Context: an optimization exercise on an open-source flow, tuned for small area, a short achievable clock period and few clock cycles per item. The choices shown serve that exercise and are no tape-out recipe. In this exercise RTL edits were held to simulation tests only and were not proved equivalent to the original.

==> design/flow/design.v <==
module fcn_prod #(parameter HW = 15) (
  input  logic [HW-1:0] h,
  input  logic          hs,
  input  logic [5:0]    wc,
  output logic [15:0]   t,
  output logic          s
);
  logic          op;
  logic [HW+2:0] a, b, m;
  always_comb begin
    s  = hs ^ wc[5];
    op = wc[4];
    a  = ({(HW+3){wc[3]}} & {1'b0, h, 2'b00}) | ({(HW+3){wc[2]}} & {h, 3'b000});
    b  = ({(HW+3){wc[1]}} & {3'b000, h}) | ({(HW+3){wc[0]}} & {2'b00, h, 1'b0});
    m  = a + (b ^ {(HW+3){op}}) + (HW+3)'(op);
    t  = (m[HW+2:15] != '0) ? 16'h7fff : ({1'b0, m[14:0]} ^ {16{s}});
  end
endmodule
module fcn_acc (
  input  logic [15:0]        t,
  input  logic               s,
  input  logic signed [15:0] acc_in,
  output logic signed [15:0] acc_out
);
  logic [16:0] sum;
  always_comb begin
    sum = {acc_in[15], acc_in} + {s, t} + 17'(s);
    acc_out = (sum[16] != sum[15]) ? {sum[16], {15{~sum[16]}}} : sum[15:0];
  end
endmodule
module net_4_8_12_16_16_1_10 (clk, reset, input_valid, input_ready, input_data, output_valid, output_ready, output_data);
input clk, reset, input_valid, output_ready;
input signed [15:0] input_data;
output logic signed [15:0] output_data;
output output_valid, input_ready;
function automatic logic [6:0] rom_a(input logic [3:0] c, input int j);
  logic [6:0] w;
  w = 7'd0;
  case (j)
    0: case (c)
      4'd0: w = 7'b1000010;   
      4'd1: w = 7'b1000001;   
      4'd2: w = 7'b1001001;   
      4'd3: w = 7'b0100010;   
      4'd4: w = 7'b0001010;   
      4'd5: w = 7'b0000000;   
      4'd6: w = 7'b0101010;   
      4'd7: w = 7'b0011010;   
      4'd8: w = 7'b0000010;   
      4'd9: w = 7'b0001000;   
      4'd10: w = 7'b0001001;   
      4'd11: w = 7'b0101010;   
      4'd12: w = 7'b0000001;   
      4'd13: w = 7'b0000010;   
      4'd14: w = 7'b0100010;   
      4'd15: w = 7'b1000010;   
      default: w = 7'd0;
    endcase
    1: case (c)
      4'd0: w = 7'b1101010;   
      4'd1: w = 7'b1111010;   
      4'd2: w = 7'b1110110;   
      4'd3: w = 7'b1100010;   
      4'd4: w = 7'b0001010;   
      4'd5: w = 7'b0101000;   
      4'd6: w = 7'b0010110;   
      4'd7: w = 7'b0101001;   
      4'd8: w = 7'b0001010;   
      4'd9: w = 7'b0101010;   
      4'd10: w = 7'b0000001;   
      4'd11: w = 7'b0000001;   
      4'd12: w = 7'b0100010;   
      4'd13: w = 7'b0000010;   
      4'd14: w = 7'b0010110;   
      4'd15: w = 7'b0000000;   
      default: w = 7'd0;
    endcase
    2: case (c)
      4'd0: w = 7'b0000000;   
      4'd1: w = 7'b1100100;   
      4'd2: w = 7'b1010110;   
      4'd3: w = 7'b1001010;   
      4'd4: w = 7'b1010110;   
      4'd5: w = 7'b0001010;   
      4'd6: w = 7'b0100010;   
      4'd7: w = 7'b0101010;   
      4'd8: w = 7'b0101010;   
      4'd9: w = 7'b0100100;   
      4'd10: w = 7'b0000001;   
      4'd11: w = 7'b0000000;   
      4'd12: w = 7'b0101010;   
      4'd13: w = 7'b0000001;   
      4'd14: w = 7'b0000000;   
      4'd15: w = 7'b0100001;   
      default: w = 7'd0;
    endcase
    3: case (c)
      4'd0: w = 7'b0111010;   
      4'd1: w = 7'b0010110;   
      4'd2: w = 7'b1110110;   
      4'd3: w = 7'b1001000;   
      4'd4: w = 7'b1010110;   
      4'd5: w = 7'b1001010;   
      4'd6: w = 7'b0101010;   
      4'd7: w = 7'b0100001;   
      4'd8: w = 7'b0100001;   
      4'd9: w = 7'b0101010;   
      4'd10: w = 7'b0100010;   
      4'd11: w = 7'b0101010;   
      4'd12: w = 7'b0101010;   
      4'd13: w = 7'b0010110;   
      4'd14: w = 7'b0000001;   
      4'd15: w = 7'b0101000;   
      default: w = 7'd0;
    endcase
    4: case (c)
      4'd0: w = 7'b0100001;   
      4'd1: w = 7'b0011010;   
      4'd2: w = 7'b0010110;   
      4'd3: w = 7'b1001000;   
      4'd4: w = 7'b1010110;   
      4'd5: w = 7'b1100001;   
      4'd6: w = 7'b1001000;   
      4'd7: w = 7'b0101000;   
      4'd8: w = 7'b0000001;   
      4'd9: w = 7'b0100010;   
      4'd10: w = 7'b0110110;   
      4'd11: w = 7'b0100010;   
      4'd12: w = 7'b0000001;   
      4'd13: w = 7'b0001000;   
      4'd14: w = 7'b0000000;   
      4'd15: w = 7'b0001000;   
      default: w = 7'd0;
    endcase
    5: case (c)
      4'd0: w = 7'b0100010;   
      4'd1: w = 7'b0010110;   
      4'd2: w = 7'b0001010;   
      4'd3: w = 7'b0010110;   
      4'd4: w = 7'b1110110;   
      4'd5: w = 7'b1010110;   
      4'd6: w = 7'b1001000;   
      4'd7: w = 7'b1000001;   
      4'd8: w = 7'b0011010;   
      4'd9: w = 7'b0100001;   
      4'd10: w = 7'b0101001;   
      4'd11: w = 7'b0001001;   
      4'd12: w = 7'b0101000;   
      4'd13: w = 7'b0001010;   
      4'd14: w = 7'b0001000;   
      4'd15: w = 7'b0100001;   
      default: w = 7'd0;
    endcase
    6: case (c)
      4'd0: w = 7'b0100010;   
      4'd1: w = 7'b0001001;   
      4'd2: w = 7'b0100001;   
      4'd3: w = 7'b0111010;   
      4'd4: w = 7'b0101010;   
      4'd5: w = 7'b1001001;   
      4'd6: w = 7'b1011010;   
      4'd7: w = 7'b1000010;   
      4'd8: w = 7'b1101000;   
      4'd9: w = 7'b0000000;   
      4'd10: w = 7'b0101001;   
      4'd11: w = 7'b0101010;   
      4'd12: w = 7'b0101010;   
      4'd13: w = 7'b0001000;   
      4'd14: w = 7'b0100010;   
      4'd15: w = 7'b0100010;   
      default: w = 7'd0;
    endcase
    7: case (c)
      4'd0: w = 7'b0100100;   
      4'd1: w = 7'b0101010;   
      4'd2: w = 7'b0111010;   
      4'd3: w = 7'b0101001;   
      4'd4: w = 7'b0000010;   
      4'd5: w = 7'b0101001;   
      4'd6: w = 7'b1010110;   
      4'd7: w = 7'b1100100;   
      4'd8: w = 7'b1000010;   
      4'd9: w = 7'b1111010;   
      4'd10: w = 7'b0010110;   
      4'd11: w = 7'b0101000;   
      4'd12: w = 7'b0101010;   
      4'd13: w = 7'b0100010;   
      4'd14: w = 7'b0101000;   
      4'd15: w = 7'b0101001;   
      default: w = 7'd0;
    endcase
    default: w = 7'd0;
  endcase
  rom_a = w;
endfunction
function automatic logic [6:0] rom_b(input logic [3:0] c, input int j);
  logic [6:0] w;
  w = 7'd0;
  case (j)
    0: case (c)
      4'd0: w = 7'b0000000;   
      4'd1: w = 7'b0100010;   
      4'd2: w = 7'b0001001;   
      4'd3: w = 7'b0111010;   
      4'd4: w = 7'b0101010;   
      4'd5: w = 7'b0000001;   
      4'd6: w = 7'b0100100;   
      4'd7: w = 7'b0101000;   
      4'd8: w = 7'b0101000;   
      4'd9: w = 7'b0101001;   
      4'd10: w = 7'b0001001;   
      4'd11: w = 7'b0110110;   
      4'd12: w = 7'b0101001;   
      4'd13: w = 7'b0101000;   
      4'd14: w = 7'b0100100;   
      4'd15: w = 7'b0100010;   
      default: w = 7'd0;
    endcase
    1: case (c)
      4'd0: w = 7'b0000001;   
      4'd1: w = 7'b0110110;   
      4'd2: w = 7'b0101001;   
      4'd3: w = 7'b0000000;   
      4'd4: w = 7'b0101000;   
      4'd5: w = 7'b0101010;   
      4'd6: w = 7'b0000001;   
      4'd7: w = 7'b0000010;   
      4'd8: w = 7'b0001001;   
      4'd9: w = 7'b0100100;   
      4'd10: w = 7'b0001001;   
      4'd11: w = 7'b0111010;   
      4'd12: w = 7'b0000001;   
      4'd13: w = 7'b0001001;   
      4'd14: w = 7'b0100100;   
      4'd15: w = 7'b0101010;   
      default: w = 7'd0;
    endcase
    2: case (c)
      4'd0: w = 7'b0001010;   
      4'd1: w = 7'b0010110;   
      4'd2: w = 7'b0001001;   
      4'd3: w = 7'b0101000;   
      4'd4: w = 7'b0011010;   
      4'd5: w = 7'b0000001;   
      4'd6: w = 7'b0111010;   
      4'd7: w = 7'b0110110;   
      4'd8: w = 7'b0000010;   
      4'd9: w = 7'b0000001;   
      4'd10: w = 7'b0010110;   
      4'd11: w = 7'b0010110;   
      4'd12: w = 7'b0100010;   
      4'd13: w = 7'b0001010;   
      4'd14: w = 7'b0110110;   
      4'd15: w = 7'b0101010;   
      default: w = 7'd0;
    endcase
    3: case (c)
      4'd0: w = 7'b0000001;   
      4'd1: w = 7'b0100010;   
      4'd2: w = 7'b0011010;   
      4'd3: w = 7'b0110110;   
      4'd4: w = 7'b0001000;   
      4'd5: w = 7'b0111010;   
      4'd6: w = 7'b0101010;   
      4'd7: w = 7'b0010110;   
      4'd8: w = 7'b0011010;   
      4'd9: w = 7'b0000000;   
      4'd10: w = 7'b0100100;   
      4'd11: w = 7'b0000010;   
      4'd12: w = 7'b0000010;   
      4'd13: w = 7'b0110110;   
      4'd14: w = 7'b0100001;   
      4'd15: w = 7'b0001010;   
      default: w = 7'd0;
    endcase
    4: case (c)
      4'd0: w = 7'b0101010;   
      4'd1: w = 7'b0010110;   
      4'd2: w = 7'b0011010;   
      4'd3: w = 7'b0111010;   
      4'd4: w = 7'b0101000;   
      4'd5: w = 7'b0011010;   
      4'd6: w = 7'b0100001;   
      4'd7: w = 7'b0100001;   
      4'd8: w = 7'b0000001;   
      4'd9: w = 7'b0101010;   
      4'd10: w = 7'b0011010;   
      4'd11: w = 7'b0000010;   
      4'd12: w = 7'b0011010;   
      4'd13: w = 7'b0010110;   
      4'd14: w = 7'b0000010;   
      4'd15: w = 7'b0000000;   
      default: w = 7'd0;
    endcase
    5: case (c)
      4'd0: w = 7'b0100100;   
      4'd1: w = 7'b0101000;   
      4'd2: w = 7'b0000001;   
      4'd3: w = 7'b0111010;   
      4'd4: w = 7'b0100010;   
      4'd5: w = 7'b0011010;   
      4'd6: w = 7'b0110110;   
      4'd7: w = 7'b0010110;   
      4'd8: w = 7'b0111010;   
      4'd9: w = 7'b0101010;   
      4'd10: w = 7'b0100100;   
      4'd11: w = 7'b0101000;   
      4'd12: w = 7'b0000010;   
      4'd13: w = 7'b0011010;   
      4'd14: w = 7'b0001010;   
      4'd15: w = 7'b0100001;   
      default: w = 7'd0;
    endcase
    6: case (c)
      4'd0: w = 7'b0100010;   
      4'd1: w = 7'b0100001;   
      4'd2: w = 7'b0110110;   
      4'd3: w = 7'b0001010;   
      4'd4: w = 7'b0100001;   
      4'd5: w = 7'b0000001;   
      4'd6: w = 7'b0111010;   
      4'd7: w = 7'b0000000;   
      4'd8: w = 7'b0011010;   
      4'd9: w = 7'b0001010;   
      4'd10: w = 7'b0100100;   
      4'd11: w = 7'b0110110;   
      4'd12: w = 7'b0011010;   
      4'd13: w = 7'b0101001;   
      4'd14: w = 7'b0101000;   
      4'd15: w = 7'b0000001;   
      default: w = 7'd0;
    endcase
    7: case (c)
      4'd0: w = 7'b0101010;   
      4'd1: w = 7'b0001010;   
      4'd2: w = 7'b0000001;   
      4'd3: w = 7'b0110110;   
      4'd4: w = 7'b0000000;   
      4'd5: w = 7'b0000001;   
      4'd6: w = 7'b0000001;   
      4'd7: w = 7'b0101000;   
      4'd8: w = 7'b0101001;   
      4'd9: w = 7'b0001001;   
      4'd10: w = 7'b0001001;   
      4'd11: w = 7'b0000010;   
      4'd12: w = 7'b0000000;   
      4'd13: w = 7'b0010110;   
      4'd14: w = 7'b0101010;   
      4'd15: w = 7'b0011010;   
      default: w = 7'd0;
    endcase
    8: case (c)
      4'd0: w = 7'b0101000;   
      4'd1: w = 7'b0011010;   
      4'd2: w = 7'b0100001;   
      4'd3: w = 7'b0010110;   
      4'd4: w = 7'b0000010;   
      4'd5: w = 7'b0000010;   
      4'd6: w = 7'b0111010;   
      4'd7: w = 7'b0100010;   
      4'd8: w = 7'b0001001;   
      4'd9: w = 7'b0011010;   
      4'd10: w = 7'b0110110;   
      4'd11: w = 7'b0100010;   
      4'd12: w = 7'b0001000;   
      4'd13: w = 7'b0111010;   
      4'd14: w = 7'b0100010;   
      4'd15: w = 7'b0101010;   
      default: w = 7'd0;
    endcase
    9: case (c)
      4'd0: w = 7'b0101010;   
      4'd1: w = 7'b0001001;   
      4'd2: w = 7'b0111010;   
      4'd3: w = 7'b0100001;   
      4'd4: w = 7'b0111010;   
      4'd5: w = 7'b0000000;   
      4'd6: w = 7'b0101010;   
      4'd7: w = 7'b0000010;   
      4'd8: w = 7'b0001001;   
      4'd9: w = 7'b0101001;   
      4'd10: w = 7'b0100010;   
      4'd11: w = 7'b0000010;   
      4'd12: w = 7'b0101001;   
      4'd13: w = 7'b0011010;   
      4'd14: w = 7'b0011010;   
      4'd15: w = 7'b0100100;   
      default: w = 7'd0;
    endcase
    10: case (c)
      4'd0: w = 7'b0001001;   
      4'd1: w = 7'b0010110;   
      4'd2: w = 7'b0101010;   
      4'd3: w = 7'b0101010;   
      4'd4: w = 7'b0100001;   
      4'd5: w = 7'b0101010;   
      4'd6: w = 7'b0101001;   
      4'd7: w = 7'b0001010;   
      4'd8: w = 7'b0001010;   
      4'd9: w = 7'b0101000;   
      4'd10: w = 7'b0011010;   
      4'd11: w = 7'b0001001;   
      4'd12: w = 7'b0010110;   
      4'd13: w = 7'b0000001;   
      4'd14: w = 7'b0001001;   
      4'd15: w = 7'b0001000;   
      default: w = 7'd0;
    endcase
    11: case (c)
      4'd0: w = 7'b0110110;   
      4'd1: w = 7'b0111010;   
      4'd2: w = 7'b0101010;   
      4'd3: w = 7'b0101001;   
      4'd4: w = 7'b0011010;   
      4'd5: w = 7'b0110110;   
      4'd6: w = 7'b0100001;   
      4'd7: w = 7'b0100100;   
      4'd8: w = 7'b0101000;   
      4'd9: w = 7'b0110110;   
      4'd10: w = 7'b0001001;   
      4'd11: w = 7'b0101001;   
      4'd12: w = 7'b0101000;   
      4'd13: w = 7'b0001000;   
      4'd14: w = 7'b0100001;   
      4'd15: w = 7'b0000001;   
      default: w = 7'd0;
    endcase
    default: w = 7'd0;
  endcase
  rom_b = w;
endfunction
  logic [3:0] c;            
  logic       v0, v1, v2;   
  logic [2:0] wcnt;         
  logic       lch;          
  logic       pvalid;       
  logic       used;         
  logic       skv;          
  logic       starve;       
  logic       adv;          
  logic       ir;           
  logic       ov;           
  logic       empty, take, launch;
  assign pvalid = (c >= 4'd14) ? v1 : v2;
  assign starve = lch & (((c == 4'd0) & (wcnt <= 3'd1)) | ((c == 4'd1) & (wcnt <= 3'd2)) |
                         ((c == 4'd2) & (wcnt <= 3'd3)));
  assign adv    = ~skv & ~starve;
  assign empty  = ~(v0 | v1 | v2);
  assign input_ready = ir;
  assign take   = input_valid & ir;
  assign launch = adv & ~lch & (wcnt[2] | (empty & (wcnt != 3'd0))) & (c == 4'd15);
  logic [3:0] c_n;
  logic [2:0] wcnt_n, w1;
  logic       v0_n, v1_n, v2_n, skv_n, lch_n, used_n;
  always_comb begin
    c_n = c; v0_n = v0; v1_n = v1; v2_n = v2;
    w1 = wcnt + 3'(take);
    wcnt_n = w1; lch_n = lch;
    if (launch | lch) begin
      if (w1 == 3'd4) begin
        wcnt_n = 3'd0; lch_n = 1'b0;
      end else
        lch_n = 1'b1;
    end
    if (adv) begin
      c_n = (empty & ~launch) ? 4'd15 : c + 4'd1;
      if (c == 4'd15) begin
        v0_n = launch; v1_n = v0; v2_n = v1;
      end
    end
    skv_n  = skv ? ~output_ready : (adv & pvalid & ~used & ~output_ready);
    used_n = adv ? 1'b0 : skv ? used : (used | (pvalid & output_ready));
  end
  always_ff @(posedge clk) c <= c_n;
  always_ff @(posedge clk) begin
    if (reset) begin
      v0 <= 1'b0; v1 <= 1'b0; v2 <= 1'b0;
      wcnt <= 3'd0;
      lch <= 1'b0;
      ir <= 1'b1;
      skv <= 1'b0;
      used <= 1'b0;
      ov <= 1'b0;
    end else begin
      wcnt <= wcnt_n;
      lch <= lch_n;
      v0 <= v0_n; v1 <= v1_n; v2 <= v2_n;
      ir <= ~wcnt_n[2] & (lch_n | ~(v0_n & ({1'b0, c_n} < 5'(wcnt_n) + 5'd8)));
      skv <= skv_n;
      used <= used_n;
      ov <= skv_n | (((c_n >= 4'd14) ? v1_n : v2_n) & ~used_n);
    end
  end
  logic [15:0] xm [4];
  logic        xs [4];
  always_ff @(posedge clk)
    if (take) begin
      xm[wcnt[1:0]] <= input_data[15] ? 16'(-input_data) : input_data;
      xs[wcnt[1:0]] <= input_data[15];
    end
  logic signed [15:0] aa [8];    
  logic signed [15:0] ra [7];    
  logic [14:0] h1 [8];           
  logic [6:0] a0_w; logic [15:0] a0_pm, a0_qm; logic a0_s, a0_qs;
  assign a0_w = rom_a(c, 0);
  logic [15:0] a0_h; logic a0_hs;
  assign a0_h  = a0_w[6] ? xm[0] : {1'b0, h1[0]};
  assign a0_hs = a0_w[6] & xs[0];
  fcn_prod #(16) a0_p (.h(a0_h), .hs(a0_hs), .wc(a0_w[5:0]), .t(a0_pm), .s(a0_s));
  always_ff @(posedge clk) if (adv) begin a0_qm <= a0_pm; a0_qs <= a0_s; end
  assign aa[0] = a0_qm + 16'(a0_qs);
  always_ff @(posedge clk) if (adv) ra[0] <= aa[0];
  logic [6:0] a1_w; logic [15:0] a1_pm, a1_qm; logic a1_s, a1_qs;
  assign a1_w = rom_a(c, 1);
  logic [15:0] a1_h; logic a1_hs;
  assign a1_h  = a1_w[6] ? xm[1] : {1'b0, h1[1]};
  assign a1_hs = a1_w[6] & xs[1];
  fcn_prod #(16) a1_p (.h(a1_h), .hs(a1_hs), .wc(a1_w[5:0]), .t(a1_pm), .s(a1_s));
  always_ff @(posedge clk) if (adv) begin a1_qm <= a1_pm; a1_qs <= a1_s; end
  fcn_acc a1_a (.t(a1_qm), .s(a1_qs), .acc_in(ra[0]), .acc_out(aa[1]));
  always_ff @(posedge clk) if (adv) ra[1] <= aa[1];
  logic [6:0] a2_w; logic [15:0] a2_pm, a2_qm; logic a2_s, a2_qs;
  assign a2_w = rom_a(c, 2);
  logic [15:0] a2_h; logic a2_hs;
  assign a2_h  = a2_w[6] ? xm[2] : {1'b0, h1[2]};
  assign a2_hs = a2_w[6] & xs[2];
  fcn_prod #(16) a2_p (.h(a2_h), .hs(a2_hs), .wc(a2_w[5:0]), .t(a2_pm), .s(a2_s));
  always_ff @(posedge clk) if (adv) begin a2_qm <= a2_pm; a2_qs <= a2_s; end
  fcn_acc a2_a (.t(a2_qm), .s(a2_qs), .acc_in(ra[1]), .acc_out(aa[2]));
  always_ff @(posedge clk) if (adv) ra[2] <= aa[2];
  logic [6:0] a3_w; logic [15:0] a3_pm, a3_qm; logic a3_s, a3_qs;
  assign a3_w = rom_a(c, 3);
  logic [15:0] a3_h; logic a3_hs;
  assign a3_h  = a3_w[6] ? xm[3] : {1'b0, h1[3]};
  assign a3_hs = a3_w[6] & xs[3];
  fcn_prod #(16) a3_p (.h(a3_h), .hs(a3_hs), .wc(a3_w[5:0]), .t(a3_pm), .s(a3_s));
  always_ff @(posedge clk) if (adv) begin a3_qm <= a3_pm; a3_qs <= a3_s; end
  fcn_acc a3_a (.t(a3_qm), .s(a3_qs), .acc_in(ra[2]), .acc_out(aa[3]));
  always_ff @(posedge clk) if (adv) ra[3] <= aa[3];
  logic [6:0] a4_w; logic [15:0] a4_pm, a4_qm; logic a4_s, a4_qs;
  assign a4_w = rom_a(c, 4);
  logic [15:0] a4_h; logic a4_hs;
  assign a4_h  = a4_w[6] ? xm[0] : {1'b0, h1[4]};
  assign a4_hs = a4_w[6] & xs[0];
  logic a4_z;
  always_ff @(posedge clk) if (adv) a4_z <= a4_w[6];
  fcn_prod #(16) a4_p (.h(a4_h), .hs(a4_hs), .wc(a4_w[5:0]), .t(a4_pm), .s(a4_s));
  always_ff @(posedge clk) if (adv) begin a4_qm <= a4_pm; a4_qs <= a4_s; end
  fcn_acc a4_a (.t(a4_qm), .s(a4_qs), .acc_in((a4_z ? 16'sd0 : ra[3])), .acc_out(aa[4]));
  always_ff @(posedge clk) if (adv) ra[4] <= aa[4];
  logic [6:0] a5_w; logic [15:0] a5_pm, a5_qm; logic a5_s, a5_qs;
  assign a5_w = rom_a(c, 5);
  logic [15:0] a5_h; logic a5_hs;
  assign a5_h  = a5_w[6] ? xm[1] : {1'b0, h1[5]};
  assign a5_hs = a5_w[6] & xs[1];
  fcn_prod #(16) a5_p (.h(a5_h), .hs(a5_hs), .wc(a5_w[5:0]), .t(a5_pm), .s(a5_s));
  always_ff @(posedge clk) if (adv) begin a5_qm <= a5_pm; a5_qs <= a5_s; end
  fcn_acc a5_a (.t(a5_qm), .s(a5_qs), .acc_in(ra[4]), .acc_out(aa[5]));
  always_ff @(posedge clk) if (adv) ra[5] <= aa[5];
  logic [6:0] a6_w; logic [15:0] a6_pm, a6_qm; logic a6_s, a6_qs;
  assign a6_w = rom_a(c, 6);
  logic [15:0] a6_h; logic a6_hs;
  assign a6_h  = a6_w[6] ? xm[2] : {1'b0, h1[6]};
  assign a6_hs = a6_w[6] & xs[2];
  fcn_prod #(16) a6_p (.h(a6_h), .hs(a6_hs), .wc(a6_w[5:0]), .t(a6_pm), .s(a6_s));
  always_ff @(posedge clk) if (adv) begin a6_qm <= a6_pm; a6_qs <= a6_s; end
  fcn_acc a6_a (.t(a6_qm), .s(a6_qs), .acc_in(ra[5]), .acc_out(aa[6]));
  always_ff @(posedge clk) if (adv) ra[6] <= aa[6];
  logic [6:0] a7_w; logic [15:0] a7_pm, a7_qm; logic a7_s, a7_qs;
  assign a7_w = rom_a(c, 7);
  logic [15:0] a7_h; logic a7_hs;
  assign a7_h  = a7_w[6] ? xm[3] : {1'b0, h1[7]};
  assign a7_hs = a7_w[6] & xs[3];
  fcn_prod #(16) a7_p (.h(a7_h), .hs(a7_hs), .wc(a7_w[5:0]), .t(a7_pm), .s(a7_s));
  always_ff @(posedge clk) if (adv) begin a7_qm <= a7_pm; a7_qs <= a7_s; end
  fcn_acc a7_a (.t(a7_qm), .s(a7_qs), .acc_in(ra[6]), .acc_out(aa[7]));
  logic [14:0] rl3, rl7;    
  assign rl3 = aa[3][15] ? 15'd0 : aa[3][14:0];
  assign rl7 = aa[7][15] ? 15'd0 : aa[7][14:0];
  always_ff @(posedge clk) if (adv && c == 4'd3) h1[0] <= rl3;
  always_ff @(posedge clk) if (adv && c == 4'd4) h1[1] <= rl3;
  always_ff @(posedge clk) if (adv && c == 4'd5) h1[2] <= rl3;
  always_ff @(posedge clk) if (adv && c == 4'd6) h1[3] <= rl3;
  always_ff @(posedge clk) if (adv && c == 4'd7) h1[4] <= rl7;
  always_ff @(posedge clk) if (adv && c == 4'd8) h1[5] <= rl7;
  always_ff @(posedge clk) if (adv && c == 4'd9) h1[6] <= rl7;
  always_ff @(posedge clk) if (adv && c == 4'd10) h1[7] <= rl7;
  logic signed [15:0] ab [12];   
  logic signed [15:0] rb [11];   
  logic signed [15:0] dl [4];    
  logic [14:0] h2 [12];          
  always_ff @(posedge clk) if (adv && c == 4'd12) h2[0] <= rl7;
  always_ff @(posedge clk) if (adv && c == 4'd13) h2[1] <= rl7;
  always_ff @(posedge clk) if (adv && c == 4'd14) h2[2] <= rl7;
  always_ff @(posedge clk) if (adv && c == 4'd15) h2[3] <= rl7;
  always_ff @(posedge clk) if (adv && c == 4'd0) h2[4] <= rl7;
  always_ff @(posedge clk) if (adv && c == 4'd1) h2[5] <= rl7;
  always_ff @(posedge clk) if (adv && c == 4'd2) h2[6] <= rl7;
  always_ff @(posedge clk) if (adv && c == 4'd3) h2[7] <= rl7;
  always_ff @(posedge clk) if (adv && c == 4'd4) h2[8] <= rl7;
  always_ff @(posedge clk) if (adv && c == 4'd5) h2[9] <= rl7;
  always_ff @(posedge clk) if (adv && c == 4'd6) h2[10] <= rl7;
  always_ff @(posedge clk) if (adv && c == 4'd11) h2[11] <= rl7;
  logic [6:0] b0_w; logic [15:0] b0_pm, b0_qm; logic b0_s, b0_qs;
  assign b0_w = rom_b(c, 0);
  fcn_prod #(15) b0_p (.h(h2[0]), .hs(1'b0), .wc(b0_w[5:0]), .t(b0_pm), .s(b0_s));
  always_ff @(posedge clk) if (adv) begin b0_qm <= b0_pm; b0_qs <= b0_s; end
  assign ab[0] = b0_qm + 16'(b0_qs);
  always_ff @(posedge clk) if (adv) rb[0] <= ab[0];
  logic [6:0] b1_w; logic [15:0] b1_pm, b1_qm; logic b1_s, b1_qs;
  assign b1_w = rom_b(c, 1);
  fcn_prod #(15) b1_p (.h(h2[1]), .hs(1'b0), .wc(b1_w[5:0]), .t(b1_pm), .s(b1_s));
  always_ff @(posedge clk) if (adv) begin b1_qm <= b1_pm; b1_qs <= b1_s; end
  fcn_acc b1_a (.t(b1_qm), .s(b1_qs), .acc_in(rb[0]), .acc_out(ab[1]));
  always_ff @(posedge clk) if (adv) rb[1] <= ab[1];
  logic [6:0] b2_w; logic [15:0] b2_pm, b2_qm; logic b2_s, b2_qs;
  assign b2_w = rom_b(c, 2);
  fcn_prod #(15) b2_p (.h(h2[2]), .hs(1'b0), .wc(b2_w[5:0]), .t(b2_pm), .s(b2_s));
  always_ff @(posedge clk) if (adv) begin b2_qm <= b2_pm; b2_qs <= b2_s; end
  fcn_acc b2_a (.t(b2_qm), .s(b2_qs), .acc_in(rb[1]), .acc_out(ab[2]));
  always_ff @(posedge clk) if (adv) rb[2] <= ab[2];
  logic [6:0] b3_w; logic [15:0] b3_pm, b3_qm; logic b3_s, b3_qs;
  assign b3_w = rom_b(c, 3);
  fcn_prod #(15) b3_p (.h(h2[3]), .hs(1'b0), .wc(b3_w[5:0]), .t(b3_pm), .s(b3_s));
  always_ff @(posedge clk) if (adv) begin b3_qm <= b3_pm; b3_qs <= b3_s; end
  fcn_acc b3_a (.t(b3_qm), .s(b3_qs), .acc_in(rb[2]), .acc_out(ab[3]));
  always_ff @(posedge clk) if (adv) rb[3] <= ab[3];
  logic [6:0] b4_w; logic [15:0] b4_pm, b4_qm; logic b4_s, b4_qs;
  assign b4_w = rom_b(c, 4);
  fcn_prod #(15) b4_p (.h(h2[4]), .hs(1'b0), .wc(b4_w[5:0]), .t(b4_pm), .s(b4_s));
  always_ff @(posedge clk) if (adv) begin b4_qm <= b4_pm; b4_qs <= b4_s; end
  fcn_acc b4_a (.t(b4_qm), .s(b4_qs), .acc_in(rb[3]), .acc_out(ab[4]));
  always_ff @(posedge clk) if (adv) rb[4] <= ab[4];
  logic [6:0] b5_w; logic [15:0] b5_pm, b5_qm; logic b5_s, b5_qs;
  assign b5_w = rom_b(c, 5);
  fcn_prod #(15) b5_p (.h(h2[5]), .hs(1'b0), .wc(b5_w[5:0]), .t(b5_pm), .s(b5_s));
  always_ff @(posedge clk) if (adv) begin b5_qm <= b5_pm; b5_qs <= b5_s; end
  fcn_acc b5_a (.t(b5_qm), .s(b5_qs), .acc_in(rb[4]), .acc_out(ab[5]));
  always_ff @(posedge clk) if (adv) rb[5] <= ab[5];
  logic [6:0] b6_w; logic [15:0] b6_pm, b6_qm; logic b6_s, b6_qs;
  assign b6_w = rom_b(c, 6);
  fcn_prod #(15) b6_p (.h(h2[6]), .hs(1'b0), .wc(b6_w[5:0]), .t(b6_pm), .s(b6_s));
  always_ff @(posedge clk) if (adv) begin b6_qm <= b6_pm; b6_qs <= b6_s; end
  fcn_acc b6_a (.t(b6_qm), .s(b6_qs), .acc_in(rb[5]), .acc_out(ab[6]));
  always_ff @(posedge clk) if (adv) rb[6] <= ab[6];
  logic [6:0] b7_w; logic [15:0] b7_pm, b7_qm; logic b7_s, b7_qs;
  assign b7_w = rom_b(c, 7);
  fcn_prod #(15) b7_p (.h(h2[7]), .hs(1'b0), .wc(b7_w[5:0]), .t(b7_pm), .s(b7_s));
  always_ff @(posedge clk) if (adv) begin b7_qm <= b7_pm; b7_qs <= b7_s; end
  fcn_acc b7_a (.t(b7_qm), .s(b7_qs), .acc_in(rb[6]), .acc_out(ab[7]));
  always_ff @(posedge clk) if (adv) rb[7] <= ab[7];
  logic [6:0] b8_w; logic [15:0] b8_pm, b8_qm; logic b8_s, b8_qs;
  assign b8_w = rom_b(c, 8);
  fcn_prod #(15) b8_p (.h(h2[8]), .hs(1'b0), .wc(b8_w[5:0]), .t(b8_pm), .s(b8_s));
  always_ff @(posedge clk) if (adv) begin b8_qm <= b8_pm; b8_qs <= b8_s; end
  fcn_acc b8_a (.t(b8_qm), .s(b8_qs), .acc_in(rb[7]), .acc_out(ab[8]));
  always_ff @(posedge clk) if (adv) rb[8] <= ab[8];
  logic [6:0] b9_w; logic [15:0] b9_pm, b9_qm; logic b9_s, b9_qs;
  assign b9_w = rom_b(c, 9);
  fcn_prod #(15) b9_p (.h(h2[9]), .hs(1'b0), .wc(b9_w[5:0]), .t(b9_pm), .s(b9_s));
  always_ff @(posedge clk) if (adv) begin b9_qm <= b9_pm; b9_qs <= b9_s; end
  fcn_acc b9_a (.t(b9_qm), .s(b9_qs), .acc_in(rb[8]), .acc_out(ab[9]));
  always_ff @(posedge clk) if (adv) rb[9] <= ab[9];
  logic [6:0] b10_w; logic [15:0] b10_pm, b10_qm; logic b10_s, b10_qs;
  assign b10_w = rom_b(c, 10);
  fcn_prod #(15) b10_p (.h(h2[10]), .hs(1'b0), .wc(b10_w[5:0]), .t(b10_pm), .s(b10_s));
  always_ff @(posedge clk) if (adv) begin b10_qm <= b10_pm; b10_qs <= b10_s; end
  fcn_acc b10_a (.t(b10_qm), .s(b10_qs), .acc_in(rb[9]), .acc_out(ab[10]));
  always_ff @(posedge clk) if (adv) rb[10] <= ab[10];
  logic [6:0] b11_w; logic [15:0] b11_pm, b11_qm; logic b11_s, b11_qs;
  assign b11_w = rom_b(c, 11);
  fcn_prod #(15) b11_p (.h(h2[11]), .hs(1'b0), .wc(b11_w[5:0]), .t(b11_pm), .s(b11_s));
  always_ff @(posedge clk) if (adv) begin b11_qm <= b11_pm; b11_qs <= b11_s; end
  fcn_acc b11_a (.t(b11_qm), .s(b11_qs), .acc_in(dl[3]), .acc_out(ab[11]));
  always_ff @(posedge clk) if (adv) begin dl[0] <= rb[10]; dl[1] <= dl[0]; dl[2] <= dl[1]; dl[3] <= dl[2]; end
  logic [14:0] ynew, oreg, skd;
  assign ynew = ab[11][15] ? 15'd0 : ab[11][14:0];
  always_ff @(posedge clk) begin
    if (skv) begin
      if (output_ready) oreg <= skd;
    end else if (adv & ~(pvalid & ~used & ~output_ready))
      oreg <= ynew;
  end
  always_ff @(posedge clk) if (~skv) skd <= ynew;
  assign output_valid = ov;
  assign output_data  = {1'b0, oreg};
endmodule
==> design/flow/flow/run.sh <==
#!/bin/bash
set -euo pipefail
bash standard.sh SETUP_SLACK_MARGIN=6 finish > flow_make.log 2>&1
==> design/flow/standard.sh <==
#!/bin/bash
# synth_recipe.tcl (not shown) runs the flow's synth.tcl, then flattens the netlist and writes it again
# the make line also repeats each setting of config.mk as NAME=value (left out here)
make -C /OpenROAD-flow-scripts/flow DESIGN_CONFIG=/design/flow/config.mk WORK_HOME=/design/flow/orfs CLKGATE_MAP_FILE= SYNTH_SCRIPT=/design/flow/synth_recipe.tcl "${@:-finish}"
==> design/flow/config.mk <==
export PLATFORM = sky130hd
export DESIGN_NAME = net_4_8_12_16_16_1_10
export DESIGN_NICKNAME = net_4_8_12_16_16_1_10
export VERILOG_FILES = /design/flow/design.v
export SDC_FILE = /design/flow/constraint.sdc
export NUM_CORES = 4
export LEC_CHECK = 0
export ABC_CLOCK_PERIOD_IN_PS = 4000
export CAP_MARGIN = 20
export CORE_MARGIN = 2
export CORE_UTILIZATION = 55
export SETUP_SLACK_MARGIN = 5
export SLEW_MARGIN = 20
==> design/flow/constraint.sdc <==
create_clock -name core_clock -period 10.0 [get_ports {clk}]
set_input_delay 2.0000 -clock core_clock [delete_from_list [all_inputs] [get_ports {clk}]]
set_output_delay 2.0000 -clock core_clock [all_outputs]
set_load 0.01 [all_outputs]
==> results of run 1 <==
cells in the mapped netlist (all sizes together), types with 69 or more instances:
| master | count | area [um^2] |
|---|---|---|
| a21o | 182 | 1370 |
| a22o | 254 | 2220 |
| nor3 | 95 | 490 |
| nor2 | 428 | 1610 |
| xnor2 | 989 | 8680 |
| o21a | 105 | 788 |
| and2 | 104 | 651 |
| nand3 | 132 | 661 |
| nand2 | 691 | 2600 |
| nand2b | 69 | 432 |
| mux2 | 122 | 1380 |
| dfxtp | 140 | 2800 |
| o21ai | 308 | 1550 |
| xor2 | 258 | 2260 |
| clkbuf | 234 | 878 |
| a22oi | 291 | 2200 |
| inv | 243 | 912 |
| ha | 646 | 8080 |
| a21oi | 681 | 3420 |
| edfxtp | 1091 | 32800 |
| buf | 81 | 390 |
placed cells by master (no fill, tap or decap), types with 24 or more instances in the layout:
cell type,count
clkdlybuf4s50_1,36
nand3_1,127
maj3_1,46
fa_1,36
ha_1,626
a21oi_1,662
nor3_1,89
edfxtp_1,1091
mux2i_1,27
dfxtp_2,38
o21ai_1,35
buf_4,113
a22oi_1,268
and3_1,52
xor2_1,247
a21o_1,180
o31ai_1,48
o21bai_1,51
a31oi_1,57
nand2b_1,67
o211ai_1,49
o21a_1,89
mux2_2,110
nand4_1,40
buf_12,25
dfxtp_1,94
xnor2_1,976
a22o_1,254
nor2_1,408
and2_1,103
or3_1,39
clkbuf_16,147
inv_1,239
clkbuf_1,24
nor2b_1,67
a211oi_1,36
a211o_1,26
o21ai_0,271
nand2_1,673
cell type report:
class                           instances  area, um^2  share of cell area (%)
Antenna cell                            2        5.00                 0.00538
Sequential cell                      1231       35600                    38.3
Clock inverter                         86         922                   0.991
Multi-Input combinational cell       6287       47400                    50.9
Inverter                              245         926                   0.995
Timing Repair inverter                  1        5.00                 0.00538
Timing Repair Buffer                  187        1880                    2.02
Clock buffer                          174        3790                    4.07
Tap cell                             2030        2540                    2.73
kinds of logic after synthesis:
| kind of cell | count (synthesis) | share of synthesized area (%) |
|---|---|---|
| AOI/OAI and AO/OA | 2322 | 18.6 |
| muxes | 150 | 1.98 |
| adders and majority gates | 728 | 11.1 |
| other | 1 | 0.00448 |
| xor gates and xnor gates | 1247 | 13.1 |
| and+or+nand+nor | 1833 | 10.2 |
| DFF | 1231 | 42.4 |
| buffers and inverters | 560 | 2.61 |
through the flow:
step           setup WS [ps]  utilization [%]
6_report                6000             61.4
5_1_grt                 5940             61.4
4_1_cts                 6000             60.6
3_5_place_dp            4880             56.9
3_3_place_gp            4910             56.9
2_1_floorplan           5230                -
how the worst max path moves through the flow:
| stage | start | endpoint | slack, ps | cells past startpoint |
|---|---|---|---|---|
| after floorplan | c[0]$_DFF_P_ | ov$_SDFF_PP0_ | 5230 | 15 |
| after global placement | a1_w[6]$_SDFF_PN0_ | a1_qm[1]$_SDFFCE_PP1N_ | 4910 | 13 |
| after detailed placement | a2_w[6]$_SDFF_PN0_ | a2_qm[7]$_SDFFCE_PP1N_ | 4880 | 13 |
| after CTS | b2_w[1]$_DFF_P_ | b2_qm[14]$_SDFFCE_PP1N_ | 6000 | 12 |
| after global routing | a2_w[6]$_SDFF_PN0_ | a2_qm[9]$_SDFFCE_PP1N_ | 5940 | 15 |
| final | a2_w[6]$_SDFF_PN0_ | a2_qm[7]$_SDFFCE_PP1N_ | 6000 | 15 |
routing by layer:
metal / up-vias / GRT usage [%] / routed length (um)
met1: 29594 / 36.7 / 95900
met2: 1691 / 46.5 / 106000
li1: 30001 / - / -
met3: 401 / 3.62 / 12100
met4: 2 / 10.5 / 9140
met5: - / 0 / 12
state kept, by name (all words and copies together), names as in the netlist, 64 cells and up:
signal,cells
h2,180
h1,120
ra,112
xm,64
dl,64
rb,176
what timing repair did:
item,4_1_cts,5_1_grt
endpoints found under the setup margin,745,771
pin swaps,13,51
gates resized for setup,76,185
setup buffers,43,48
gates cloned,4,6
worst reg2reg max path, cell delays in order, from the launching register on:
cell	delay, ps
dfxtp_4	430
buf_8	150
mux2_4	340
a22oi_2	190
xnor2_1	120
ha_1	360
a21oi_4	190
o211ai_1	180
a21bo_2	280
nand4_1	150
a31oi_4	130
or4b_4	490
o32a_1	230
a21oi_4	240
clkbuf_16	200
nand2_1	50
==> impl_results.md, run 1 <==
- R2R Path End: a2_qm[7]$_SDFFCE_PP1N_
- TritonCTS buffer count: between 100 and 150
- Worst Skew: about 33 ps
- Max-capacitance violation count: 0
- Hold Fails Final Rpt: 0
- Peak Freq: 250 MHz
- R2R cell count: 15
- Final hold slack: a little over 400 ps
- Crit path kind: flip-flop to flip-flop
- GR Overflow Total: 0
- Mapped Area: between 0.08 and 0.09 mm^2
- Predominant post-synthesis flop cell: edfxtp_1
- Type of origin of the critical path: flip-flop
- # fillers: approximately 13000
- Initial core utilization: a little under three fifths
- Slowest stage delay, CP: between 400 and 500 ps
- Post-synthesis async set-or-reset flop share: 0%
- Sequential fraction of the synthesis area: a little over two fifths
- Gate Count Post-Synth: just over 8000
- Gr usage total: 27.7%
- CP dominant cell by count: a21oi_4
- Worst path slowest cell: or4b_4
- Final min period: between 4000 and 5000 ps
- Worst-skew pair later-pin latency: a little under 800 ps
- Status: timing/DRC/antenna clean
- Initial antenna violation count: 13
- Final Max Slew Viols: 0
- CTS Hold Buffers Added: 0
- GPL Wtd Cong: about 0.93
- Hold path cells: 0
- Reg2reg start: a2_w[6]$_SDFF_PN0_
- Post-DRT Antenna Nets: 0
- First-pass GRT wire length: ~340000 um
- Hold Crit Start: rb[10][8]$_DFFE_PN_
- FP Rows: about 140
- DP Area: ~0.086 mm^2
- Area growth, synth to finish: 11.1%
- CP Cell Sequence: buf_8 -> mux2_4 -> a22oi_2 -> xnor2_1 -> ha_1 -> a21oi_4 -> o211ai_1 -> a21bo_2 -> nand4_1 -> a31oi_4 -> or4b_4 -> o32a_1 -> a21oi_4 -> clkbuf_16 -> nand2_1
- Post-DP HPWL: between 150000 and 200000 um
- CTS root buf: clkbuf_16
- Post-synth EDFFs: approximately 1100
- H-tree depth: 4
- Yosys reg bits: between 1000 and 1500
- R2r setup slk: between 5000 and 6000 ps
- Vias: about 60000
- Vias in the first global route: 58812
- Setup tns final: 0 ps
- Maximum fanout along the worst path: 8
- Yosys warning count: 18
- Family with the most delay on the worst path: compound AO/OA/AOI/OAI gates
- 1st-iter DRT viols: between 4000 and 5000
- I/O pin total: 38
- Unrepaired setup endpoints after global routing: true
- IO buf count: 36
- Reg clk slew, reported paths: around 70 ps
- WP data required: ~11000 ps
- Final worst-path cycle share: 40.0%
- Non-Filler Instances: ~10000
- CTS tree: built
- CP Buf/Inv Count: 2
- Wire length per cell: between 20 and 25 um
- Mapped Avg Cell Area: approximately 10 um^2
- Core Region: 0.152 mm^2
- Critical path capture point type: flip-flop
- Total Wirelength: approximately 220000 um
- Worst Path Arrival: ~4500 ps
- Unique masters post-synth: 104
- Synthesized Nets: 8774
- Worst Max-Slew Pin Slew: ~1100 ps
- Via/cell ratio: 6.02
- Final setup fails: 0
- Die ar.: approximately 0.16 mm^2
- Placed Cells: about 9900
- DRT Pass-1 Iters: 6
- Largest net degree at the start of global routing: about 180
- Final nets: between 8000 and 9000
- Worst Hold End: dl[0][8]$_DFFE_PN_
- Share of cells above drive strength 1: roughly a tenth
- Die H: ~400 um
- Worst hold path type: flip-flop to flip-flop
- Clock Path Buffers: 3
- CTS Sinks: between 1000 and 1500
- Die W: approximately 400 um
- Cell area after layout: approximately 0.093 mm^2
- DR DRC count: 0
- Worst rel slew slack: between 20% and 30%
Testbench counts, summed over its fixed seeds: cycles 3,328, items 192.
==> run 2: changes to the inputs <==
--- a/design/flow/config.mk
+++ b/design/flow/config.mk
@@ -7,3 +7,3 @@
 export LEC_CHECK = 0
-export ABC_CLOCK_PERIOD_IN_PS = 4000
+export ABC_AREA = 1
 export CAP_MARGIN = 20
==> impl_results.md, run 2 <==
- Worst hold path type: flip-flop to flip-flop
- Worst path slowest cell: clkdlybuf4s50_1
- Most flops, register: h2
- Cell with the most instances after synthesis: nand2_1
- IO buf count: 36 (unchanged)
- Max FFs per register: 180 (unchanged)
- Clock Path Buffers: 3 (unchanged)
- Most frequent cells in the layout: nand2_1 (2428), inv_1 (1266), edfxtp_1 (1091)
- Mapped Avg Cell Area: 8.46 um^2 (-18%)
- Status: timing/DRC/antenna clean
- Final hold slack: 417 ps (+6.36 ps)
- CTS root buf: clkbuf_16
- Family with the most delay on the worst path: buffers and inverters
- Largest regs: h2 (180), rb (176), h1 (120)
- H-tree depth: 4 (unchanged)
- 1st-iter DRT viols: 6269 (+39%)
- Sequential fraction of the synthesis area: 40.1% (-2.4 points)
- Leading area contributor after synthesis: edfxtp_1
- Final worst-path cycle share: 38.8% (-1.2 points)
- Yosys warning count: 18 (unchanged)
- Mapped Area: 0.0888 mm^2 (+6.0%)
- Gate Count Post-Synth: 10491 (+30%)
- Vias: 72324 (+17%)
- DR DRC count: 0 (unchanged)
- DRT Pass-1 Iters: 7 (+1)
- Hold Crit Start: dl[2][10]$_DFFE_PN_
- Synth cell count leaders: nand2_1 (2434), inv_1 (1282), edfxtp_1 (1091), xor2_1 (864), ha_1 (646)
- Peak Freq: 257 MHz (+3.0%)
- Unrepaired setup endpoints after global routing: false
- Final min period: 3880 ps (-117 ps)
- Most common cell after layout, fill and taps aside: nand2_1
- Initial core utilization: 55.4% (+0.064 points)
- GR Overflow Total: 0 (unchanged)
- FP Rows: 147 (+2.8%)
- CTS Sinks: 1231 (unchanged)
- Synthesized Nets: 11193 (+28%)
- Gr usage total: 30.3% (+2.5 points)
- Worst-skew pair later-pin latency: 820 ps (+30 ps)
- Predominant post-synthesis flop cell: edfxtp_1
- Yosys reg bits: 1231 (unchanged)
- TritonCTS buffer count: 138 (-1.4%)
- Reg2reg start: ra[6][0]$_DFFE_PN_
- Worst rel slew slack: 21.5% (-5.7 points)
- Wire length per cell: 19.8 um (-8.7%)
- CTS tree: built
- Top cell type's share of synthesized area: 36.9% (-2.2 points)
- Vias in the first global route: 69101 (+17%)
- Hold Fails Final Rpt: 0 (unchanged)
- Worst Skew: 28.0 ps (-5.02 ps)
- CP Cell Sequence: clkdlybuf4s50_1
- I/O pin total: 38 (unchanged)
- Post-DP HPWL: 196000 um (+19%)
- Largest net degree at the start of global routing: 177 (-3.8%)
- Final Max Slew Viols: 0 (unchanged)
- GPL Wtd Cong: 0.956 (+3.3%)
- Final setup fails: 0 (unchanged)
- Worst Max-Slew Pin Slew: 1180 ps (+84.8 ps)
- Total Wirelength: 252000 um (+13%)
- Post-synth EDFFs: 1091 (unchanged)
- CP Buf/Inv Count: 1 (-1)
- Crit. Startpoint: ir$_SDFF_PP1_
- Post-synthesis async set-or-reset flop share: 0% (unchanged)
- Unique masters post-synth: 63 (-39%)
- # fillers: 14467 (+14%)
- Crit path kind: flip-flop to output port
- Final nets: 11130 (+27%)
- Die ar.: 0.165 mm^2 (+5.9%)
- Reg clk slew, reported paths: 60 ps (about the same)
- Type of origin of the critical path: flip-flop
- Post-DRT Antenna Nets: 0 (unchanged)
- CTS Hold Buffers Added: 0 (unchanged)
- Slowest stage delay, CP: 600 ps (+110 ps)
- Setup tns final: 0 ps (unchanged)
- First-pass GRT wire length: 387000 um (+14%)
- WP data required: 8000 ps (-2520 ps)
- Die H: 406 um (+2.9%)
- Area growth, synth to finish: 8.02%
- Maximum fanout along the worst path: 2 (-6)
- Critical path capture point type: output port
- Max-capacitance violation count: 0 (unchanged)
- Top cells by area, synth: edfxtp_1 (37%), nand2_1 (10%), ha_1 (9.1%)
- Via/cell ratio: 5.69 (-5.5%)
- Core Region: 0.160 mm^2 (+5.8%)
- Initial antenna violation count: 8 (-5)
- Die W: 406 um (+2.9%)
- Worst Path Arrival: 1880 ps (-2640 ps)
- Share of cells above drive strength 1: 4.23% (-5.6 points)
## run 2: layout make-up
class | count | area [um^2] | share of cell area, %
clock buffer | 163 | 3590 | 3.75
multi-input combinational | 7682 | 47200 | 49.2
clock inverter | 88 | 1120 | 1.17
timing repair buffer | 77 | 757 | 0.789
tap | 2160 | 2700 | 2.82
sequential | 1231 | 35600 | 37.1
antenna | 5 | 12.5 | 0.0130
inverter | 1298 | 4880 | 5.09
## run 2: cell families after synthesis
family	count (synthesis)	share of synthesized area, %
adder cells (fa/ha/maj)	682	9.92
AND/OR/NAND/NOR	3882	18.5
AO/OA/AOI/OAI	1946	12.8
buffers and inverters	1578	7.08
XOR/XNOR	1171	11.7
other	1	0.00422
flip-flops	1231	40.1
## run 2: path summary, 6_finish.rpt
check / to / slack (ps) / depth (start not counted)
worst max-delay path: input_ready / 6120 / 1
worst min-delay path: dl[3][10]$_DFFE_PN_ / 420 / 0
worst max register to register: h2[11][5]$_DFFE_PP_ / 6190 / 13
worst min register to register: dl[3][10]$_DFFE_PN_ / 420 / 0
## run 2: metrics by stage
step	setup slack (ps)	instance area (um^2)	utilization [%]	instances
finish	6120	95900	59.8	12704
global route	6000	95900	59.8	12699
CTS	5970	95800	59.7	12699
detailed placement	5310	91000	56.7	12446
global placement	5330	90900	56.7	12444
floorplan	-4790	88900	-	10491
## run 2: layer usage
| metal | GRT usage [%] | vias to the layer above | share of wire (%) |
|---|---|---|---|
| met1 | 40.2 | 33963 | 43 |
| li1 | - | 35692 | - |
| met5 | 0 | - | 0.0056 |
| met4 | 12.4 | 2 | 4.1 |
| met3 | 4.30 | 459 | 6.7 |
| met2 | 49.7 | 2208 | 46 |
## run 2: worst reg2reg max path, cell delays in order, from the launching register on
cell	delay [ps]
edfxtp_1	420
fa_1	460
inv_1	80
fa_1	210
inv_1	60
nand3_1	70
nand2_1	120
a21oi_1	290
o21ai_1	170
nand3_1	110
nand4_1	210
xor2_2	400
nand2_1	110
inv_2	740
## run 2: repair_timing
item | 4_1_cts | 5_1_grt
endpoints found under the setup margin | 232 | 241
resized for setup | 10 | 24
gates cloned | 1 | 0
pin swaps | 1 | 0
buffers inserted | 1 | 0
==> run 3: changes to the inputs <==
--- a/design/flow/config.mk
+++ b/design/flow/config.mk
@@ -8,3 +8,3 @@
 export ABC_AREA = 1
-export CAP_MARGIN = 20
+export CAP_MARGIN = 0
 export CORE_MARGIN = 2
@@ -12,2 +12,2 @@
 export SETUP_SLACK_MARGIN = 5
-export SLEW_MARGIN = 20
+export SLEW_MARGIN = 0
==> impl_results.md, run 3 <==
- Status: timing/DRC/antenna clean
- Most common cell after layout, fill and taps aside: nand2_1
- Worst Skew: 29.9 ps (+1.85 ps)
- Gr usage total: 30.3% (about the same)
- Unique masters post-synth: 63 (unchanged)
- Non-Filler Instances: 12700 (-0.031%)
- Maximum fanout along the worst path: 9 (+7)
- Mapped Area: 0.0888 mm^2 (unchanged)
- Post-synthesis async set-or-reset flop share: 0% (unchanged)
- CTS root buf: clkbuf_16
- Most frequent cells in the layout: nand2_1 (2428), inv_1 (1266), edfxtp_1 (1091)
- Max-capacitance violation count: 0 (unchanged)
- Wl on met1: 110000 um (+1.6%)
- First-pass GRT wire length: 387000 um (about the same)
- Vias in the first global route: 69075 (-0.038%)
- Met2 WL: 117000 um (+0.10%)
- Predominant post-synthesis flop cell: edfxtp_1
- Synthesized Nets: 11193 (unchanged)
- FP Rows: 147 (unchanged)
- Post-synth EDFFs: 1091 (unchanged)
- Peak Freq: 248 MHz (-3.7%)
- Largest regs: h2 (180), rb (176), h1 (120)
- Max FFs per register: 180 (unchanged)
- Final setup fails: 0 (unchanged)
- GR Overflow Total: 0 (unchanged)
- Final min period: 4030 ps (+149 ps)
- Share of cells above drive strength 1: 4.27% (+0.038 points)
- Final Max Slew Viols: 0 (unchanged)
- Worst-skew pair later-pin latency: 820 ps (about the same)
- Unrepaired setup endpoints after global routing: true
- Worst Max-Slew Pin Slew: 1400 ps (+224 ps)
- Synth cell count leaders: nand2_1 (2434), inv_1 (1282), edfxtp_1 (1091), xor2_1 (864), ha_1 (646)
- WL met3: 14900 um (-12%)
- Most flops, register: h2
- Hold Fails Final Rpt: 0 (unchanged)
- Reg clk slew, reported paths: 60 ps (about the same)
- Core Region: 0.160 mm^2 (unchanged)
- Largest net degree at the start of global routing: 177 (unchanged)
- Antenna fix cells: 0 (-5)
- DRT Pass-1 Iters: 8 (+1)
- H-tree depth: 4 (unchanged)
- Final nets: 11129 (-0.0090%)
- Wire length per cell: 19.9 um (+0.25%)
- Yosys warning count: 18 (unchanged)
- Uppermost layer routed: met4
- Placed Cells: 12444 (-0.016%)
- # fillers: 14526 (+0.41%)
- Setup WS pre-CTS: 5290 ps (-21.7 ps)
- Post-DP HPWL: 196000 um (-0.11%)
- Yosys reg bits: 1231 (unchanged)
- Die W: 406 um (unchanged)
- Total Wirelength: 253000 um (+0.22%)
- Leading area contributor after synthesis: edfxtp_1
- CTS Sinks: 1231 (unchanged)
- Vias: 72558 (+0.32%)
- 1st-iter DRT viols: 6271 (+0.032%)
- Worst Path Arrival: 4610 ps (+2730 ps)
- Die H: 406 um (unchanged)
- I/O pin total: 38 (unchanged)
- Type of origin of the critical path: flip-flop
- Mapped Avg Cell Area: 8.46 um^2 (unchanged)
- IO buf count: 36 (unchanged)
- Cell with the most instances after synthesis: nand2_1
- TritonCTS buffer count: 139 (+0.72%)
- Gate Count Post-Synth: 10491 (unchanged)
- Sequential fraction of the synthesis area: 40.1% (unchanged)
- Final worst slack: 5970 ps (-149 ps)
- Die ar.: 0.165 mm^2 (unchanged)
- Crit path kind: flip-flop to flip-flop
- GPL Wtd Cong: 0.956 (unchanged)
- Initial core utilization: 55.4% (unchanged)
- Worst hold path type: flip-flop to flip-flop
- DR DRC count: 0 (unchanged)
- Area growth, synth to finish: 7.90%
- WP data required: 10570 ps (+2570 ps)
- Top cells by area, synth: edfxtp_1 (37%), nand2_1 (10%), ha_1 (9.1%)
- Final worst-path cycle share: 40.3% (+1.5 points)
- Initial antenna violation count: 3 (-5)
- Clock Path Buffers: 3 (unchanged)
- Via/cell ratio: 5.71 (+0.36%)
- Post-DRT Antenna Nets: 0 (unchanged)
- Top cell type's share of synthesized area: 36.9% (unchanged)
- Worst rel slew slack: 6.10% (-15 points)
- CTS tree: built
- Critical path capture point type: flip-flop
## run 3: kinds of logic (layout without fill, tap and decap cells)
kind of cell             count (synthesis)  count (layout)  synth area share [%]
adder cells (fa/ha/maj)                682             682                  9.92
AND/OR/NAND/NOR                       3882            3882                  18.5
AO/OA/AOI/OAI                         1946            1946                  12.8
flip-flops                            1231            1231                  40.1
XOR/XNOR                              1171            1171                  11.7
buffers and inverters                 1578            1627                  7.08
other                                    1               1               0.00422
## run 3: final cells by class
cell class	instances	area [um^2]	share of cell area (%)
tap	2160	2700	2.82
clock inverter	90	1060	1.11
clock buffer	164	3660	3.82
sequential	1231	35600	37.2
inverter	1298	4880	5.10
timing repair buffer	75	727	0.759
multi-input combinational	7682	47200	49.2
## run 3: worst paths after layout
check / from / end / slack [ps] / cells past startpoint
worst max-delay path: ra[6][0]$_DFFE_PN_ / h2[2][13]$_DFFE_PP_ / 5970 / 13
worst max register to register: ra[6][0]$_DFFE_PN_ / h2[2][13]$_DFFE_PP_ / 5970 / 13
worst min register to register: dl[2][14]$_DFFE_PN_ / dl[3][14]$_DFFE_PN_ / 420 / 0
worst min-delay path: dl[2][14]$_DFFE_PN_ / dl[3][14]$_DFFE_PN_ / 420 / 0
## run 3: per-stage QoR
step	hold WS, ps	cell area [um^2]	TNS [ps]	utilization [%]
floorplan	400	88900	-2488530	-
global route	425	95800	0	59.7
finish	417	95800	0	59.7
global placement	401	90900	0	56.7
detailed placement	405	90900	0	56.7
CTS	416	95700	0	59.7
## run 3: per-layer routing
metal	up-vias	track usage, %
li1	35663	-
met1	34157	40.4
met2	2239	49.9
met3	499	3.75
met4	0	12.4
met5	-	0
## run 3: worst max-delay path, cell delays in order (launching register included)
cell	delay, ps
edfxtp_1	420
fa_1	460
inv_1	80
fa_1	200
inv_1	50
nand3_1	60
nand2_1	110
a21oi_1	270
o21ai_1	170
nand3_1	100
nand4_1	180
xor2_1	300
a21oi_2	870
buf_4	470
## run 3: what timing repair did
item                                   in CTS  in global routing
setup endpoints to repair                 244                221
gates cloned                                1                  0
endpoints found under the hold margin       0                  0
setup buffers                               1                  0
pin swaps                                   1                  0
hold buffers                                0                  0
gates resized for setup                    12                 29
==> run 4: changes to the inputs <==
--- a/design/flow/config.mk
+++ b/design/flow/config.mk
@@ -8,6 +8,9 @@
 export ABC_AREA = 1
-export CAP_MARGIN = 0
+export CAP_MARGIN = 20
 export CORE_MARGIN = 2
 export CORE_UTILIZATION = 55
+export GPL_ROUTABILITY_DRIVEN = 0
+export GPL_TIMING_DRIVEN = 1
 export SETUP_SLACK_MARGIN = 5
-export SLEW_MARGIN = 0
+export SLEW_MARGIN = 20
+export TNS_END_PERCENT = 100
==> impl_results.md, run 4 <==
- Setup WS pre-CTS: 5210 ps (-81.6 ps)
- Total Wirelength: 248000 um (-1.7%)
- Final worst-path cycle share: 39.4% (-0.89 points)
- GR Overflow Total: 0 (unchanged)
- Via/cell ratio: 5.69 (-0.45%)
- Worst Max-Slew Pin Slew: 1130 ps (-270 ps)
- Initial antenna violation count: 9 (+6)
- # fillers: 14465 (-0.42%)
- Final worst slack: 6060 ps (+88.6 ps)
- Largest regs: h2 (180), rb (176), h1 (120)
- Area growth, synth to finish: 7.85% (about the same)
- Type of origin of the critical path: flip-flop
- DRT Pass-1 Iters: 7 (-1)
- CTS Sinks: 1231 (unchanged)
- Multi-input gate area: 0.0472 mm^2 (about the same)
- Core Region: 0.160 mm^2 (unchanged)
- Final min period: 3940 ps (-88.6 ps)
- Unrepaired setup endpoints after global routing: true
- Synth cell count leaders: nand2_1 (2434), inv_1 (1282), edfxtp_1 (1091), xor2_1 (864), ha_1 (646)
- Post-layout util: 59.7% (about the same)
- Slowest stage delay, CP: 610 ps (-260 ps)
- Sequential cell area: 0.0356 mm^2 (about the same)
- Worst hold path type: flip-flop to flip-flop
- Top cells by area, synth: edfxtp_1 (37%), nand2_1 (10%), ha_1 (9.1%)
- Most common cell after layout, fill and taps aside: nand2_1
- Wire length per cell: 19.5 um (-1.7%)
- Predominant post-synthesis flop cell: edfxtp_1
- Worst Skew: 30.5 ps (+0.678 ps)
- Die W: 406 um (unchanged)
- Yosys reg bits: 1231 (unchanged)
- H-tree depth: 4 (unchanged)
- Final setup fails: 0 (unchanged)
- Vias: 72238 (-0.44%)
- Family with the most delay on the worst path: buffers and inverters
- Share of cells above drive strength 1: 4.23% (-0.038 points)
- Vias in the first global route: 68244 (-1.2%)
- Largest net degree at the start of global routing: 83 (-53%)
- CTS Hold Buffers Added: 0 (unchanged)
- Mapped Avg Cell Area: 8.46 um^2 (unchanged)
- 1st-iter DRT viols: 6586 (+5.0%)
- Leading area contributor after synthesis: edfxtp_1
- Post-DP HPWL: 193000 um (-1.7%)
- Gr usage total: 29.7% (-0.59 points)
- Most flops, register: h2
- DR DRC count: 0 (unchanged)
- Max FFs per register: 180 (unchanged)
- Final nets: 11131 (+0.018%)
- Unique masters post-synth: 63 (unchanged)
- Status: timing/DRC/antenna clean
- Hold Fails Final Rpt: 0 (unchanged)
- Top cell type's share of synthesized area: 36.9% (unchanged)
- Post-DRT Antenna Nets: 0 (unchanged)
- Peak Freq: 254 MHz (+2.2%)
- Die H: 406 um (unchanged)
- Worst Path Arrival: 1940 ps (-2670 ps)
- Die ar.: 0.165 mm^2 (unchanged)
- Cell with the most instances after synthesis: nand2_1
- IO buf count: 36 (unchanged)
- I/O pin total: 38 (unchanged)
- Worst rel slew slack: 24.5% (+18 points)
- FP Rows: 147 (unchanged)
- Clock Path Buffers: 3 (unchanged)
- CP Cell Sequence: clkdlybuf4s50_1
- Yosys warning count: 18 (unchanged)
- WP data required: 8000 ps (-2570 ps)
- CTS tree: built
- Worst path slowest cell: clkdlybuf4s50_1
- Mapped Area: 0.0888 mm^2 (unchanged)
- Sequential fraction of the synthesis area: 40.1% (unchanged)
- TritonCTS buffer count: 138 (-0.72%)
- Crit path kind: flip-flop to output port
- CTS root buf: clkbuf_16
- Critical path capture point type: output port
- CP Buf/Inv Count: 1 (-2)
- Post-synthesis async set-or-reset flop share: 0% (unchanged)
- Max-capacitance violation count: 0 (unchanged)
- Final Max Slew Viols: 0 (unchanged)
- Post-synth EDFFs: 1091 (unchanged)
- Gate Count Post-Synth: 10491 (unchanged)
- Antenna fix cells: 0 (unchanged)
- First-pass GRT wire length: 382000 um (-1.4%)
- Most frequent cells in the layout: nand2_1 (2426), inv_1 (1269), edfxtp_1 (1091)
- Reg clk slew, reported paths: 60 ps (about the same)
- Maximum fanout along the worst path: 2 (-7)
- Synthesized Nets: 11193 (unchanged)
- Initial core utilization: 55.4% (unchanged)
- Worst-skew pair later-pin latency: 790 ps (-30 ps)
-- run 4: worst paths after layout --
kind | from | end | slack, ps | depth (start not counted)
hold / removal | dl[2][10]$_DFFE_PN_ | dl[3][10]$_DFFE_PN_ | 410 | 0
setup reg to reg | b6_w[1]$_DFF_P_ | b6_qm[12]$_SDFFCE_PP1N_ | 6210 | 13
hold reg to reg | dl[2][10]$_DFFE_PN_ | dl[3][10]$_DFFE_PN_ | 410 | 0
setup / recovery | ir$_SDFF_PP1_ | input_ready | 6060 | 1
-- run 4: repair_timing --
item                                    4_1_cts  5_1_grt
setup buffers                                 0        0
endpoints found under the setup margin      197      189
gates resized for setup                      13       20
-- run 4: metal layers --
metal | GRT usage (%) | wire (um)
met3 | 3.94 | 15500
met4 | 11.4 | 10100
met5 | 0 | 0
met1 | 39.7 | 107000
met2 | 49.0 | 115000
-- run 4: kinds of logic (layout without fill, tap and decap cells) --
family / count (synthesis) / count (layout) / synth area share (%)
buf+inv: 1578 / 1628 / 7.08
fa+ha+maj: 682 / 682 / 9.92
other cells: 1 / 1 / 0.00422
compound gates: 1946 / 1946 / 12.8
simple gates: 3882 / 3882 / 18.5
flops: 1231 / 1231 / 40.1
xor+xnor: 1171 / 1171 / 11.7
-- run 4: metrics by stage --
| stage | setup TNS [ps] | cells | hold slack [ps] | area, um^2 |
|---|---|---|---|---|
| after global routing | 0 | 12701 | 421 | 95700 |
| after detailed placement | 0 | 12449 | 405 | 91000 |
| after floorplan | -2488530 | 10491 | 400 | 88900 |
| after CTS | 0 | 12701 | 417 | 95600 |
| final | 0 | 12701 | 415 | 95700 |
| after global placement | 0 | 12449 | 401 | 90900 |
-- run 4: cell type report --
class	count	share of cell area [%]
Tap cell	2160	2.82
Timing Repair Buffer	78	0.727
Clock inverter	82	1.03
Clock buffer	170	3.82
Sequential cell	1231	37.2
Inverter	1298	5.10
Multi-Input combinational cell	7682	49.3

==> static timing again, ports no longer ideal <==
The results above use ideal ports. As a check the final layouts listed here were re-extracted and re-timed, cells and wires unchanged.
Step 1, drivers: a clkbuf_16 drives clk and a buf_2 each remaining input, both assumed.
Step 2 adds t to the input delays and takes it off the output delays; t is the mean of the earliest and latest rising clock arrival at the registers after step 1. Input paths then give back, and output paths get back, about the clock's delay inside the block.
Slacks: ideal / step 1 / step 2; pairs: ideal / step 1.
run | t, ns | setup slack, ns | worst setup path after step 2 | slew at the worst register clock pin (ns) | cell pins on the clock port's net
run 1 | 0.853 | 6.000 / 5.979 / 5.329 | input to register | 0.07 / 0.07 | 1
run 2 | 0.895 | 6.116 / 6.031 / 5.529 | input to register | 0.07 / 0.07 | 1
run 3 | 0.885 | 5.968 / 5.968 / 5.489 | input to register | 0.07 / 0.07 | 1
run 4 | 0.864 | 6.056 / 5.969 / 5.509 | input to register | 0.07 / 0.07 | 1
After both steps setup and hold are still met in every run listed. For run 1, which loses most, drivers alone change the setup slack by -0.021 ns; drivers and shift together by -0.671 ns.
